Background: an optimization exercise with open tools, aiming at small area. Do not read the settings as production practice.
Where RTL was checked, it was by simulation tests only, not by an equivalence proof against the original.
Power figures rest on the tool's default switching activity, not on a simulated workload.

## snake_top
module snake_top(
	input CLOCK_50,
	input [4:0] KEY,            
	output [3:0] VGA_R,
	output [3:0] VGA_G,
	output [3:0] VGA_B,
	output VGA_HS,
	output VGA_VS,
	output [6:0] HEX0,
	output [6:0] HEX1,
	output [6:0] HEX2,
	output [6:0] HEX3,
	output [6:0] HEX4,
	output [6:0] HEX5
);
wire reset = ~KEY[4];
reg clk25;
reg [9:0] hcount;
reg [9:0] vcount;
wire [9:0] vinc = vcount + 10'd1;
wire hend = hcount[9] && hcount[8] && hcount[4:0] == 5'd31;    
always @(posedge CLOCK_50 or posedge reset) begin
	if (reset) begin
		clk25 <= 0;
		hcount <= 0;
		vcount <= 0;
	end else begin
		clk25 <= ~clk25;
		if (!clk25) begin
			if (hend) begin
				hcount <= 0;
				vcount <= (vcount[9] && vcount[3] && vcount[2]) ? 10'd0 : vinc;    
			end else
				hcount <= hcount + 10'd1;
		end
	end
end
assign VGA_HS = ~((hcount >= 656) && (hcount < 752));
assign VGA_VS = ~((vcount >= 490) && (vcount < 492));
wire display_on = (hcount < 640) && (vcount < 480);
reg ld;
reg [2:0] qt;          
reg [3:0] qo;          
reg [5:0] w;           
wire j0 = (qt == 0) && (qo == 0);
wire tick = ld && (w == 63);
always @(posedge CLOCK_50 or posedge reset) begin
	if (reset) begin
		ld <= 0;
		qt <= 0;
		qo <= 0;
		w <= 62;
	end else begin
		if ((j0 && !ld) || tick)
			w <= w + 6'd1;
		if (ld) begin
			if (!tick) begin
				ld <= 0;
				qt <= 6;
				qo <= 3;
			end
		end else if (j0) begin
			ld <= 1;
		end else if (qo == 0) begin
			qo <= 9;
			qt <= qt - 3'd1;
		end else
			qo <= qo - 4'd1;
	end
end
reg [1:0] direction;
always @(posedge CLOCK_50 or posedge reset) begin
	if (reset)
		direction <= 2'b01;
  ...
For scale: ~1400 cells after synthesis, about 310 flip-flops, ~62 I/O pins.
==> flow/config.mk <==
export PLATFORM = sky130hd
export DESIGN_NAME = snake_top
export DESIGN_NICKNAME = snake_top
export VERILOG_FILES = /design/flow/design.v
export SDC_FILE = /design/flow/constraint.sdc
export NUM_CORES = 4
export LEC_CHECK = 0
export CAP_MARGIN = 20
export CORE_MARGIN = 2
export CORE_UTILIZATION = 60
export SLEW_MARGIN = 20
==> flow/constraint.sdc <==
create_clock -name core_clock -period 20.0 [get_ports {CLOCK_50}]
set_input_delay 4.0000 -clock core_clock [delete_from_list [all_inputs] [get_ports {CLOCK_50}]]
set_output_delay 4.0000 -clock core_clock [all_outputs]
set_load 0.01 [all_outputs]
standard.sh (not shown) runs the stock make flow with config.mk's settings and CLKGATE_MAP_FILE= SYNTH_SCRIPT=/design/flow/synth_recipe.tcl, a recipe that flattens the netlist after the stock synthesis.
==> flow/flow/run.sh <==
#!/bin/bash
# The standard ORFS layout (standard.sh, unchanged) with two settings
# passed through the environment:
#  - the port buffers that buffer_ports inserts use the smallest buffer
#    (every input and output port still gets its own buffer);
#  - clock tree synthesis clusters the flip-flops up to 10 to a buffer
#    within 40 um, uses clkbuf_4 and adds no dummy loads.
# standard.sh's output goes to standard.log; ORFS keeps each tool's log
# under orfs/logs/.
set -o pipefail
export BUFFER_PORTS_ARGS="-buffer_cell sky130_fd_sc_hd__buf_1"
export CTS_ARGS="-sink_clustering_enable -repair_clock_nets -sink_clustering_size 10 -sink_clustering_max_diameter 40 -buf_list sky130_fd_sc_hd__clkbuf_4 -dont_use_dummy_load"
bash standard.sh > standard.log 2>&1
Edit:
--- a/flow/design.v
+++ b/flow/design.v
@@ -136,27 +136,36 @@
 		for (p = 0; p <= 8; p = p + 1)
 			ring_lo[p] <= 2'b00;
 	end else begin
 		for (p = 1; p <= 8; p = p + 1)
 			ring_lo[p] <= ring_lo[p-1];
 		ring_lo[0] <= move ? direction : tap;
 	end
 end
+reg [5:0] nx;
+reg [4:0] ny;
+always @(*) begin
+	nx = px_w;
+	ny = py_w;
+	if (!zero_j)
+		case (tap)
+			2'b00: ny = py_w - 5'd1;
+			2'b01: nx = px_w + 6'd1;
+			2'b10: ny = py_w + 5'd1;
+			2'b11: nx = px_w - 6'd1;
+		endcase
+end
 always @(posedge CLOCK_50) begin
 	if (ld || !cvis) begin
 		px_w <= tx;
 		py_w <= ty;
-	end else if (!zero_j) begin
-		case (tap)
-			2'b00: py_w <= py_w - 5'd1;
-			2'b01: px_w <= px_w + 6'd1;
-			2'b10: py_w <= py_w + 5'd1;
-			2'b11: px_w <= px_w - 6'd1;
-		endcase
+	end else begin
+		px_w <= nx;
+		py_w <= ny;
 	end
 end
 reg [38:2] mask;
 reg bld;
 reg built;
 wire hblank = (hcount >= 640);
 wire [4:0] mask_row = hblank ? vinc[8:4] : vcount[8:4];
 wire start = ld && !tick && hblank && !built;
@@ -217,31 +226,29 @@
 			coll <= 0;
 		else begin
 			if (cvis && !j0 && px_w == hx && py_w == hy)
 				coll <= 1;
 			if (last_vis)
 				clr_f <= (py_w == mask_row) && !zero_j;
 		end
 		lc_d <= !ld && last_cvis;
+		if (!ld && j0 && !first_move) begin
+			hx <= nx;
+			hy <= ny;
+		end
 		if (!ld && lc_d && w == 62 && !(grow_vis && !sat)) begin
 			tx <= px_w;
 			ty <= py_w;
 		end
 		if (go_tick) begin
 			lfsr_x <= {lfsr_x[4:0], lfsr_x[5] ^ lfsr_x[2]};
 			lfsr_y <= {lfsr_y[3:0], lfsr_y[4] ^ lfsr_y[2]};
 			if (lfsr_x <= 1 || lfsr_x >= 39) lfsr_x <= 5;
 			if (lfsr_y <= 1 || lfsr_y >= 29) lfsr_y <= 5;
-			case (direction)
-				2'b00: hy <= hy - 5'd1;
-				2'b01: hx <= hx + 6'd1;
-				2'b10: hy <= hy + 5'd1;
-				2'b11: hx <= hx - 6'd1;
-			endcase
 			if (coll || wall)
 				game_over <= 1;
 		end
 		if (move) begin
 			if (!(zt == 6 && zo == 4)) begin
 				if (zo == 9) begin
 					zo <= 0;
 					zt <= zt + 3'd1;
After rerunning: The new run completed with no timing, DRC or antenna violations. Flip-flop and latch count is unchanged. Utilization goes up by 0.19 points. Worst hold slack improves by 33 ps. Critical path depth goes down by 4. Routed wire length goes up by a few percent. Synthesized cell count goes up by a few percent. Die area goes up slightly. Design area goes up slightly. Total power stays flat. Via count goes up by a few percent. Clock skew goes down by 12 ps. Setup slack improves by 110 ps. Clock-buffer cell count does not change. Global-route usage goes up by 0.65 points.
No functional check of the RTL was part of any run of this note.


snake_top, a different RTL version from the one above (not shown whole).
Size: about 1400 cells after synthesis, about 62 I/O pins, roughly 0.013 mm2 of cells after synthesis.
==> flow/config.mk <==
export PLATFORM = sky130hd
export DESIGN_NAME = snake_top
export DESIGN_NICKNAME = snake_top
export VERILOG_FILES = /design/flow/design.v
export SDC_FILE = /design/flow/constraint.sdc
export NUM_CORES = 4
export LEC_CHECK = 0
export CAP_MARGIN = 20
export CORE_MARGIN = 2
export CORE_UTILIZATION = 60
export SLEW_MARGIN = 20
==> flow/constraint.sdc <==
create_clock -name core_clock -period 20.0 [get_ports {CLOCK_50}]
set_input_delay 4.0000 -clock core_clock [delete_from_list [all_inputs] [get_ports {CLOCK_50}]]
set_output_delay 4.0000 -clock core_clock [all_outputs]
set_load 0.01 [all_outputs]
Scripts as last shown in full above: flow/flow/run.sh
Edit:
--- a/flow/design.v
+++ b/flow/design.v
@@ -105,23 +105,23 @@
 wire move = go_tick && !coll && !wall;
 wire len64 = (lt > 6) || (lt == 6 && lo >= 4);
 wire grow_vis = eat && !len64;
 wire len_wrap = eat && (lt == 12) && (lo == 7);
 wire len0 = (lt == 0) && (lo == 0);
 reg [5:0] px_w;
 reg [4:0] py_w;
 reg vis;               
 reg vprev;             
 wire cvis = vis || sat;
 reg ge;                
-wire zero_j = ge && (py_w == 15);    
+wire zero_j = ge && (px_w == 20) && (py_w == 15);
 wire last_vis = !vprev;
 wire last_cvis = !(vprev || sat) || (qt == 6 && qo == 3);
 always @(posedge CLOCK_50 or posedge reset) begin
 	if (reset)
 		vprev <= 1;
 	else
 		vprev <= ld ? 1'b0 : vis;
 end
 always @(posedge CLOCK_50)
 	vis <= ld ? len64 : (vis || ({1'b0, qt} == lt && qo == lo));
 always @(posedge CLOCK_50) begin : ring_rot
The new run finished clean; routed wire length went up by 8.1%; worst hold slack gets worse by 0.0030 ns; synthesized cell count went up by 3.2%; global-route usage went up by 1.2 points; final area went up by 1.9%; critical path depth went down by 3; clock skew went down by 0.0099 ns; fmax went up by about 6%; sequential power barely changes; worst setup slack gets better by 0.46 ns; non-clock buffer count went down by 4; clock power went up by about 4%.
The RTL of the second run of this note was laid out without a check of its function.


JK:
snake_top, a different RTL version from the one above (not shown whole).
Size: about 1400 cells after synthesis, about 310 flip-flops.
export LEC_CHECK = 0
export CAP_MARGIN = 20
export CORE_MARGIN = 2
export CORE_UTILIZATION = 60
export SLEW_MARGIN = 20
create_clock -name core_clock -period 20.0 [get_ports {CLOCK_50}]
Scripts as last shown in full above: flow/flow/run.sh
## Diff of input files: MS against JK
--- a/flow/design.v
+++ b/flow/design.v
@@ -84,26 +84,25 @@
 reg [4:0] hy;
 reg [5:0] ax;
 reg [4:0] ay;
 reg [5:0] lfsr_x;
 reg [4:0] lfsr_y;
 reg [3:0] lt;          
 reg [3:0] lo;          
 reg sat;               
 reg [2:0] zt;          
 reg [3:0] zo;          
 reg [5:0] tx;          
 reg [4:0] ty;
-reg [1:0] tlink;       
-reg tzero;
+reg lc_d;              
 reg coll;              
 reg [5:0] clr_x;       
 reg clr_f;
 reg [1:0] ring_lo [0:8];
 reg [1:0] ring_hi [9:64];
 wire [1:0] tap = ring_hi[64];
 wire wall = (hx >= 39) || (hy >= 29) || (hx <= 1) || (hy == 0);
 wire eat = (hx == ax) && (hy == ay);
 wire go_tick = tick && !game_over;
 wire move = go_tick && !coll && !wall;
 wire len64 = (lt > 6) || (lt == 6 && lo >= 4);
 wire grow_vis = eat && !len64;
@@ -198,43 +197,43 @@
 		game_over <= 0;
 		lfsr_x <= 6'b101001;
 		lfsr_y <= 5'b11011;
 		ax <= 10;
 		ay <= 7;
 		hx <= 20;
 		hy <= 15;
 		lt <= 1;
 		lo <= 0;
 		sat <= 0;
 		zt <= 0;
 		zo <= 0;
-		tx <= 20;
-		ty <= 24;
-		tlink <= 2'b00;
-		tzero <= 0;
+		tx <= 20;          
+		ty <= 23;          
+		lc_d <= 0;
 		coll <= 0;
 		clr_f <= 0;
 	end else begin
 		sat <= sat | len64;
 		if (ld)
 			coll <= 0;
 		else begin
 			if (cvis && !j0 && px_w == hx && py_w == hy)
 				coll <= 1;
 			if (last_vis)
 				clr_f <= (py_w == mask_row) && !zero_j;
-			if (last_cvis) begin
-				tlink <= tap;
-				tzero <= zero_j;
-			end
+		end
+		lc_d <= !ld && last_cvis;
+		if (!ld && lc_d && w == 62 && !(grow_vis && !sat)) begin
+			tx <= px_w;
+			ty <= py_w;
 		end
 		if (go_tick) begin
 			lfsr_x <= {lfsr_x[4:0], lfsr_x[5] ^ lfsr_x[2]};
 			lfsr_y <= {lfsr_y[3:0], lfsr_y[4] ^ lfsr_y[2]};
 			if (lfsr_x <= 1 || lfsr_x >= 39) lfsr_x <= 5;
 			if (lfsr_y <= 1 || lfsr_y >= 29) lfsr_y <= 5;
 			case (direction)
 				2'b00: hy <= hy - 5'd1;
 				2'b01: hx <= hx + 6'd1;
 				2'b10: hy <= hy + 5'd1;
 				2'b11: hx <= hx - 6'd1;
 			endcase
@@ -252,79 +251,72 @@
 			if (eat) begin
 				if (len_wrap) begin
 					lt <= 0;
 					lo <= 0;
 				end else if (lo == 9) begin
 					lo <= 0;
 					lt <= lt + 4'd1;
 				end else
 					lo <= lo + 4'd1;
 				ax <= lfsr_x % 40;
 				ay <= lfsr_y % 30;
 			end
-			if (!(grow_vis && !sat) && !tzero) begin
-				case (tlink)
-					2'b00: ty <= ty - 5'd1;
-					2'b01: tx <= tx + 6'd1;
-					2'b10: ty <= ty + 5'd1;
-					2'b11: tx <= tx - 6'd1;
-				endcase
-			end
 		end
 	end
 end
 wire [5:0] cell_x = hcount[9:4];
 wire [4:0] cell_y = vcount[8:4];
 wire [31:0] mlo = {mask[31:2], 2'b00};
 wire [7:0] mhi = {1'b0, mask[38:32]};
 wire mbit = cell_x[5] ? mhi[cell_x[2:0]] : mlo[cell_x[4:0]];
 wire hit_snake = mbit && mask_row != 0 && !(pend && cell_x == clr_x);
 wire hit_apple = (cell_x == ax) && (cell_y == ay);
 wire border = (hcount < 29) || (hcount >= 624) || (vcount < 16) || (vcount >= 464);
 reg [3:0] hsub;        
 reg [2:0] tc;          
 reg [2:0] tl;          
-reg [3:0] vsub;        
 reg [3:0] tr;          
-always @(posedge CLOCK_50 or posedge reset) begin
-	if (reset)
-		tr <= 15;
-	else if (!clk25 && hend) begin
-		if (vcount == 200)
-			tr <= 0;
-		else if (vsub == 9 && tr != 15)
-			tr <= tr + 4'd1;
-	end
+always @(*) begin
+	tr = 15;
+	if (vcount > 200 && vcount <= 210) tr = 0;
+	if (vcount > 210 && vcount <= 220) tr = 1;
+	if (vcount > 220 && vcount <= 230) tr = 2;
+	if (vcount > 230 && vcount <= 240) tr = 3;
+	if (vcount > 240 && vcount <= 250) tr = 4;
+	if (vcount > 250 && vcount <= 260) tr = 5;
+	if (vcount > 260 && vcount <= 270) tr = 6;
+	if (vcount > 270 && vcount <= 280) tr = 7;
+	if (vcount > 280 && vcount <= 290) tr = 8;
+	if (vcount > 290 && vcount <= 300) tr = 9;
+	if (vcount > 300 && vcount <= 310) tr = 10;
+	if (vcount > 310 && vcount <= 320) tr = 11;
+	if (vcount > 320 && vcount <= 330) tr = 12;
+	if (vcount > 330 && vcount <= 340) tr = 13;
+	if (vcount > 340 && vcount <= 350) tr = 14;
 end
 always @(posedge CLOCK_50) begin
 	if (!clk25) begin
 		if (hcount == 200) begin
 			hsub <= 0;
 			tc <= 0;
 			tl <= 0;
 		end else if (hsub == 9) begin
 			hsub <= 0;
 			if (tc == 5) begin
 				tc <= 0;
 				if (!tl[2]) tl <= tl + 3'd1;
 			end else
 				tc <= tc + 3'd1;
 		end else
 			hsub <= hsub + 4'd1;
-		if (hend) begin
-			if (vcount == 200 || vsub == 9)
-				vsub <= 0;
-			else
-				vsub <= vsub + 4'd1;
-		end
 	end
 end
 reg [4:0] grow;
 always @(*) begin
 	case ({tr[3], tl[1:0], tr[2:0]})
 		6'b000000: grow = 5'b11111;
 		6'b000001: grow = 5'b00001;
 		6'b000010: grow = 5'b00001;
 		6'b000011: grow = 5'b11001;
 		6'b000100: grow = 5'b10001;
 		6'b000101: grow = 5'b10001;
 		6'b000110: grow = 5'b11111;
Results
Post-detailed-placement cell area delta for MS relative to JK: about 0.9% lower
Relative to JK, number of global-route vias before repair has increased by about 3.2% in MS.
Compared with JK, MS ends up with a smaller final cell area.
Depth of the critical timing path with buffers and inverters included, MS and JK: higher on MS
JK → MS: part of the cycle the worst path needs rose by 7.7 points; first-pass GRT wire length rose by 1500 microns.
Worst setup path endpoint = VGA_G[3]: MS; worst setup path endpoint = VGA_R[2]: JK
No functional check of the RTL was part of MS.


Setup of v6:
Another version of the RTL of snake_top (not shown whole).
Size: ~1400 cells after synthesis, about 310 flip-flops, ~14000 um2 of cells after synthesis.
==> flow/config.mk <==
export PLATFORM = sky130hd
export DESIGN_NAME = snake_top
export DESIGN_NICKNAME = snake_top
export VERILOG_FILES = /design/flow/design.v
export SDC_FILE = /design/flow/constraint.sdc
export NUM_CORES = 4
export LEC_CHECK = 0
export CAP_MARGIN = 20
export CORE_MARGIN = 2
export CORE_UTILIZATION = 60
export SLEW_MARGIN = 20
==> flow/constraint.sdc <==
create_clock -name core_clock -period 20.0 [get_ports {CLOCK_50}]
set_input_delay 4.0000 -clock core_clock [delete_from_list [all_inputs] [get_ports {CLOCK_50}]]
set_output_delay 4.0000 -clock core_clock [all_outputs]
set_load 0.01 [all_outputs]
Scripts as last shown in full above: flow/flow/run.sh
Per the final summary, v6 finished and its layout is clean on timing, DRC and antenna.
### v6 -> v7
--- a/flow/design.v
+++ b/flow/design.v
@@ -264,23 +264,30 @@
 wire hit_snake = mbit && mask_row != 0 && !(pend && cell_x == clr_x);
 wire hit_apple = (cell_x == ax) && (cell_y == ay);
 wire border = (hcount < 29) || (hcount >= 624) || (vcount < 16) || (vcount >= 464);
 reg [3:0] hsub;        
 reg [2:0] tc;          
 reg [2:0] tl;          
-reg [3:0] vsub;        
 reg [3:0] tr;          
-always @(posedge CLOCK_50 or posedge reset) begin
-	if (reset)
-		tr <= 15;
-	else if (!clk25 && hend) begin
-		if (vcount == 200)
-			tr <= 0;
-		else if (vsub == 9 && tr != 15)
-			tr <= tr + 4'd1;
-	end
+always @(*) begin
+	tr = 15;
+	if (vcount > 200 && vcount <= 210) tr = 0;
+	if (vcount > 210 && vcount <= 220) tr = 1;
+	if (vcount > 220 && vcount <= 230) tr = 2;
+	if (vcount > 230 && vcount <= 240) tr = 3;
+	if (vcount > 240 && vcount <= 250) tr = 4;
+	if (vcount > 250 && vcount <= 260) tr = 5;
+	if (vcount > 260 && vcount <= 270) tr = 6;
+	if (vcount > 270 && vcount <= 280) tr = 7;
+	if (vcount > 280 && vcount <= 290) tr = 8;
+	if (vcount > 290 && vcount <= 300) tr = 9;
+	if (vcount > 300 && vcount <= 310) tr = 10;
+	if (vcount > 310 && vcount <= 320) tr = 11;
+	if (vcount > 320 && vcount <= 330) tr = 12;
+	if (vcount > 330 && vcount <= 340) tr = 13;
+	if (vcount > 340 && vcount <= 350) tr = 14;
 end
 always @(posedge CLOCK_50) begin
 	if (!clk25) begin
 		if (hcount == 200) begin
 			hsub <= 0;
 			tc <= 0;
@@ -291,18 +298,12 @@
 				tc <= 0;
 				if (!tl[2]) tl <= tl + 3'd1;
 			end else
 				tc <= tc + 3'd1;
 		end else
 			hsub <= hsub + 4'd1;
-		if (hend) begin
-			if (vcount == 200 || vsub == 9)
-				vsub <= 0;
-			else
-				vsub <= vsub + 4'd1;
-		end
 	end
 end
 reg [4:0] grow;
 always @(*) begin
 	case ({tr[3], tl[1:0], tr[2:0]})
 		6'b000000: grow = 5'b11111;
Findings:
The final layout from v7, which completed every stage, passed the timing, DRC and antenna checks at the end of the flow.
The power drawn by the combinational cells reported for v7 is smaller than that of v6 by about 2%.
Between v7 and v6, it is v7 whose minimum clock period is higher, by 0.96 ns.
[compare] base=v6 new=v7: design area now larger, power density relative to cell area went down by 3.9%, wire length reported by the detailed router shows an increase of 2.2%.

re-timing with driven ports:
In the flow no input, the clock included, has a driving cell. The finished layouts below were timed again as built, in two steps.
Step 1 assumes that a clkbuf_16 drives the clock port and a buf_2 every other input.
Step 2 adds t to the input delays and takes it off the output delays; t is the mean of the earliest and latest rising clock arrival at the registers after step 1. Input paths then give back, and output paths get back, about the clock's delay inside the block.
a / b / c = no drivers / after step 1 / after step 2; a / b = the first two.
| run | t, ns | slack for setup (ns) | worst setup path after step 2 |
|---|---|---|---|
| the first run of note 1 | 0.683 | 12.259 / 12.219 / 12.902 | register to output |
| the second run of note 1 | 0.661 | 12.371 / 12.330 / 12.992 | register to output |
| the first run of note 2 | 0.656 | 12.111 / 12.070 / 12.726 | register to output |
| the second run of note 2 | 0.659 | 12.567 / 12.526 / 13.185 | register to output |
| JK | 0.671 | 12.441 / 12.401 / 13.072 | register to output |
| MS | 0.635 | 10.910 / 10.869 / 11.503 | register to output |
| v6 | 0.659 | 12.219 / 12.179 / 12.838 | register to output |
| v7 | 0.652 | 11.257 / 11.214 / 11.866 | register to output |
After both steps every run listed still meets setup and hold.
